This is an optimization exercise on Yosys and OpenROAD, whose aim is small area and a short achievable clock period, not a production implementation. At most, simulation tests tie the RTL to the original design; equivalence was not proved.

==> inputs of job 2328 <==
// FIR1
module FIR1 (X, clk, Y, reset);
  input  [13:0] X;
  input         clk;
  output [13:0] Y;
  input         reset;
  reg [13:0] d1;
  reg [13:0] d2;
  reg [13:0] d3;
  reg [13:0] d4;
  reg [13:0] d5;
  reg [13:0] d6;
  reg [13:0] d7;
  reg [13:0] d8;
  reg [13:0] d9;
  reg [13:0] d10;
  reg [13:0] d11;
  reg [13:0] d12;
  reg [13:0] d13;
  reg [13:0] d14;
  reg [13:0] d15;
  reg [13:0] d16;
  reg [13:0] d17;
  reg [13:0] d18;
  reg [13:0] d19;
  reg [13:0] d20;
  reg [14:0] q2_0;
  reg [14:0] q2_2;
  reg [14:0] q2_3;
  reg [29:0] r2a;
  reg [28:0] r2b;
  reg [27:0] r1;
  reg [13:0] Y;
  wire s1 = d4[0] ^ d14[0];
  wire c2 = d4[0] | d14[0];
  wire s3 = d4[1] ^ d14[1];
  wire c4 = d4[1] | d14[1];
  wire s5, c6;
  FIR1_fa us5 (q2_3[6], q2_3[0], d20[9], s5, c6);
  wire s7, c8;
  FIR1_ha us7 (d18[9], d18[7], s7, c8);
  wire s9, c10;
  FIR1_fa us9 (d4[2], d14[2], q2_3[7], s9, c10);
  wire s11, c12;
  FIR1_fa us11 (q2_3[1], d20[10], d18[10], s11, c12);
  wire s13, c14;
  FIR1_fa us13 (q2_0[12], q2_0[8], q2_0[6], s13, c14);
  wire s15, c16;
  FIR1_fa us15 (d4[3], d14[3], q2_3[8], s15, c16);
  wire s17, c18;
  FIR1_fa us17 (q2_3[2], q2_3[0], d20[11], s17, c18);
  wire s19, c20;
  FIR1_fa us19 (d18[11], d18[9], d18[7], s19, c20);
  ...
export LEC_CHECK = 0
export CAP_MARGIN = 20
export CORE_MARGIN = 2
export CORE_UTILIZATION = 40
export CTS_CLUSTER_DIAMETER = 150
export CTS_CLUSTER_SIZE = 20
export SLEW_MARGIN = 20
export SYNTH_HIERARCHICAL = 1
export SYNTH_MINIMUM_KEEP_SIZE = 0
create_clock -name core_clock -period 10.0 [get_ports {clk}]
standard.sh (not shown) runs the stock make flow with config.mk's settings and CLKGATE_MAP_FILE= SYNTH_SCRIPT=/design/flow/synth_recipe.tcl, a recipe that flattens the netlist after the stock synthesis.
==> flow/flow/run.sh <==
#!/bin/bash
set -euo pipefail
bash standard.sh SETUP_SLACK_MARGIN=6.0 finish > standard_run.log 2>&1
==> job 2018 (differences from job 2328) <==
==> flow/flow/run.sh (replaced) <==
#!/bin/bash
set -euo pipefail
bash standard.sh SETUP_SLACK_MARGIN=5.7 finish > standard_run.log 2>&1
CTS_CLUSTER_DIAMETER = default   (was 150)
CTS_CLUSTER_SIZE = default   (was 20)
==> job 6005 (differences from job 2328) <==
==> flow/run.sh (new file) <==
#!/bin/bash
# synth_recipe.tcl (not shown) runs the flow's synth.tcl, then flattens the netlist and writes it again
# the make line also repeats each setting of config.mk as NAME=value (left out here)
make -C /OpenROAD-flow-scripts/flow DESIGN_CONFIG=/design/flow/config.mk WORK_HOME=/design/flow/orfs CLKGATE_MAP_FILE= SYNTH_SCRIPT=/design/flow/synth_recipe.tcl finish
SETUP_SLACK_MARGIN = 5   (was default)
removed: flow/flow/run.sh
removed: flow/standard.sh
==> qor summary <==
metric	job 2328	job 6005	job 2018
Outcome	no timing/DRC/antenna violations	no timing/DRC/antenna violations	no timing/DRC/antenna violations
Global routing usage on met3	2.85%	3.08%	3.62%
Critical path startpoint	d4[5]	X[1]	q2_3[9]
Endpoint, Worst Hold	d7[9]	d20[9]	d20[9]
R2r setup slk	6.08 ns	5.71 ns	5.79 ns
Nets	2137	2096	2117
Time the worst path needs with I/O delays and setup	3.92 ns	4.53 ns	4.21 ns
Clock-cell share of area	2.83%	2.86%	6.32%
CP Launch Type	register	input port	register
Delay of the slowest cell on the worst path	0.57 ns	0.53 ns	0.69 ns
GRT Util Overall	17.1%	17.2%	17.5%
Setup slack at placement	4.90 ns	4.80 ns	4.80 ns
Most common cell after layout, fill and taps aside	sky130_fd_sc_hd__fa_1	sky130_fd_sc_hd__dfrtp_1	sky130_fd_sc_hd__fa_1
Max stage delay cell, worst path	sky130_fd_sc_hd__fa_1	sky130_fd_sc_hd__fa_1	sky130_fd_sc_hd__dfrtp_1

========
==> inputs of build 31 <==
Starting RTL as in the previous note.
Settings: LEC_CHECK=0, CAP_MARGIN=20, CORE_MARGIN=2, CORE_UTILIZATION=40, SLEW_MARGIN=20, SYNTH_HIERARCHICAL=1, SYNTH_MINIMUM_KEEP_SIZE=0; clock period 10.0 ns.
==> flow/flow/run.sh <==
#!/bin/bash
set -euo pipefail
bash standard.sh SETUP_SLACK_MARGIN=6.3 finish > standard_run.log 2>&1
==> inputs of build 22, as changes to build 31 <==
Settings changed: CORE_UTILIZATION 40 to 55, PLACE_DENSITY set to 0.7.
==> run notes <==
met2 routed WL 24600 µm; Tightest Pin Transition 0.980 ns; status no timing/DRC/antenna violations; Non-clk bufs 109; die area 59100 µm²; cell depth of the worst setup path 8; worst skew pair latency 0.59 ns; placed insts 2332; critical path class reg -> reg; wire length on met1 20800 µm; worst-path cell chain fa_1 > fa_2 > fa_2 > fa_2 > fa_2 > inv_2 > fa_1 > fa_2
-- figures above: build 31

==> run notes <==
Non-clk bufs 97; placed insts 2107; status no timing/DRC/antenna violations; met2 routed WL 25600 µm; wire length on met1 19900 µm; cts repair resizes 169; Tightest Pin Transition 0.920 ns; cell depth of the worst setup path 12; worst skew pair latency 0.58 ns
-- figures above: build 22


========
==> 01-06 <==
FIR1, a different RTL version from the one above (not shown whole).
==> flow/config.mk <==
export PLATFORM = sky130hd
export DESIGN_NAME = FIR1
export DESIGN_NICKNAME = FIR1
export VERILOG_FILES = /design/flow/design.v
export SDC_FILE = /design/flow/constraint.sdc
export NUM_CORES = 4
export LEC_CHECK = 0
export CAP_MARGIN = 20
export CORE_MARGIN = 2
export CORE_UTILIZATION = 40
export SLEW_MARGIN = 20
==> flow/constraint.sdc <==
create_clock -name core_clock -period 10.0 [get_ports {clk}]
set_input_delay 2.0000 -clock core_clock [delete_from_list [all_inputs] [get_ports {clk}]]
set_output_delay 2.0000 -clock core_clock [all_outputs]
set_load 0.01 [all_outputs]
==> flow/flow/run.sh <==
#!/bin/bash
set -euo pipefail
bash standard.sh SETUP_SLACK_MARGIN=6 finish > standard_run.log 2>&1
==> inputs of 05-10, as changes to 01-06 <==
==> flow/run.sh (new file) <==
#!/bin/bash
# synth_recipe.tcl (not shown) runs the flow's synth.tcl, then flattens the netlist and writes it again
# the make line also repeats each setting of config.mk as NAME=value (left out here)
make -C /OpenROAD-flow-scripts/flow DESIGN_CONFIG=/design/flow/config.mk WORK_HOME=/design/flow/orfs CLKGATE_MAP_FILE= SYNTH_SCRIPT=/design/flow/synth_recipe.tcl finish
SETUP_SLACK_MARGIN = 5   (was unset)
removed: flow/flow/run.sh
removed: flow/standard.sh
==> impl_metrics.py <==
metrics = {
    "status": {
        "outcome": "no timing/DRC/antenna violations",
    },
    "cells_and_area": {
        "multi_input_area_share": 0.416,
    },
    "global_routing": {
        "use_met3": 0.0253,
        "grt.total_usage": 0.175,
    },
    "place": {
        "dp_hpwl_mm": 40.2,
    },
    "worst_setup_path": {
        "crit_arrival_ns": 5.34,
    },
    "timing": {
        "fin_crit_sh": 0.483,
        "skew_ns": 0.0176,
        "layout_setup_ws_ns": 5.17,
    },
}
-- figures above: 05-10

==> impl_metrics.py <==
metrics = {
    "status": {
        "outcome": "no timing/DRC/antenna violations",
    },
    "timing": {
        "fin_crit_sh": 0.440,
        "finalSetupTns_ns": 0,
        "rsz0062_at_grt": "yes",
        "layout_setup_ws_ns": 5.60,
        "skew_ns": 0.0176,
    },
    "cells_and_area": {
        "multi_input_area_share": 0.422,
        "design_area_um2": 27700,
    },
    "place": {
        "dp_hpwl_mm": 40.1,
    },
    "worst_setup_path": {
        "crit_arrival_ns": 4.89,
    },
    "global_routing": {
        "use_met3": 0.0287,
        "grt.total_usage": 0.177,
    },
    "cts": {
        "clock_latency_ns": 0.58,
    },
}
-- figures above: 01-06

Function was not checked in any run of this note: the RTL went through the layout flow alone.

[port drivers added, routing unchanged]
The flow's constraints put no driver on any port. The routed layouts listed below were extracted and timed again, unchanged, in two steps.
Step 1 sets driving cells, clkbuf_16 on the clock port and buf_2 on the other inputs (assumed; they add their load-dependent delay and slew).
Step 2 times the ports against the registers' clock, not the clock port: input delays grow and output delays shrink by t, the midpoint of the rising clock arrivals with the driver on.
Three values: ideal, step 1, step 2; two values: the first two.
run | t (ns) | slack for setup (ns) | clock arrival spread, ns
job 2328 | 0.622 | 6.083 / 6.083 / 5.525 | 0.024 / 0.024
job 2018 | 0.611 | 5.787 / 5.787 / 5.275 | 0.019 / 0.019
job 6005 | 0.609 | 5.469 / 5.501 / 4.892 | 0.028 / 0.028
build 31 | 0.629 | 6.036 / 6.036 / 5.485 | 0.027 / 0.027
build 22 | 0.626 | 5.977 / 5.988 / 5.362 | 0.019 / 0.020
01-06 | 0.631 | 5.600 / 5.600 / 5.241 | 0.018 / 0.018
05-10 | 0.643 | 5.167 / 5.167 / 4.703 | 0.019 / 0.019
After both steps setup and hold are still met in every run listed. For build 22, which loses most, drivers alone change the setup slack by +0.011 ns; drivers and shift together by -0.615 ns.
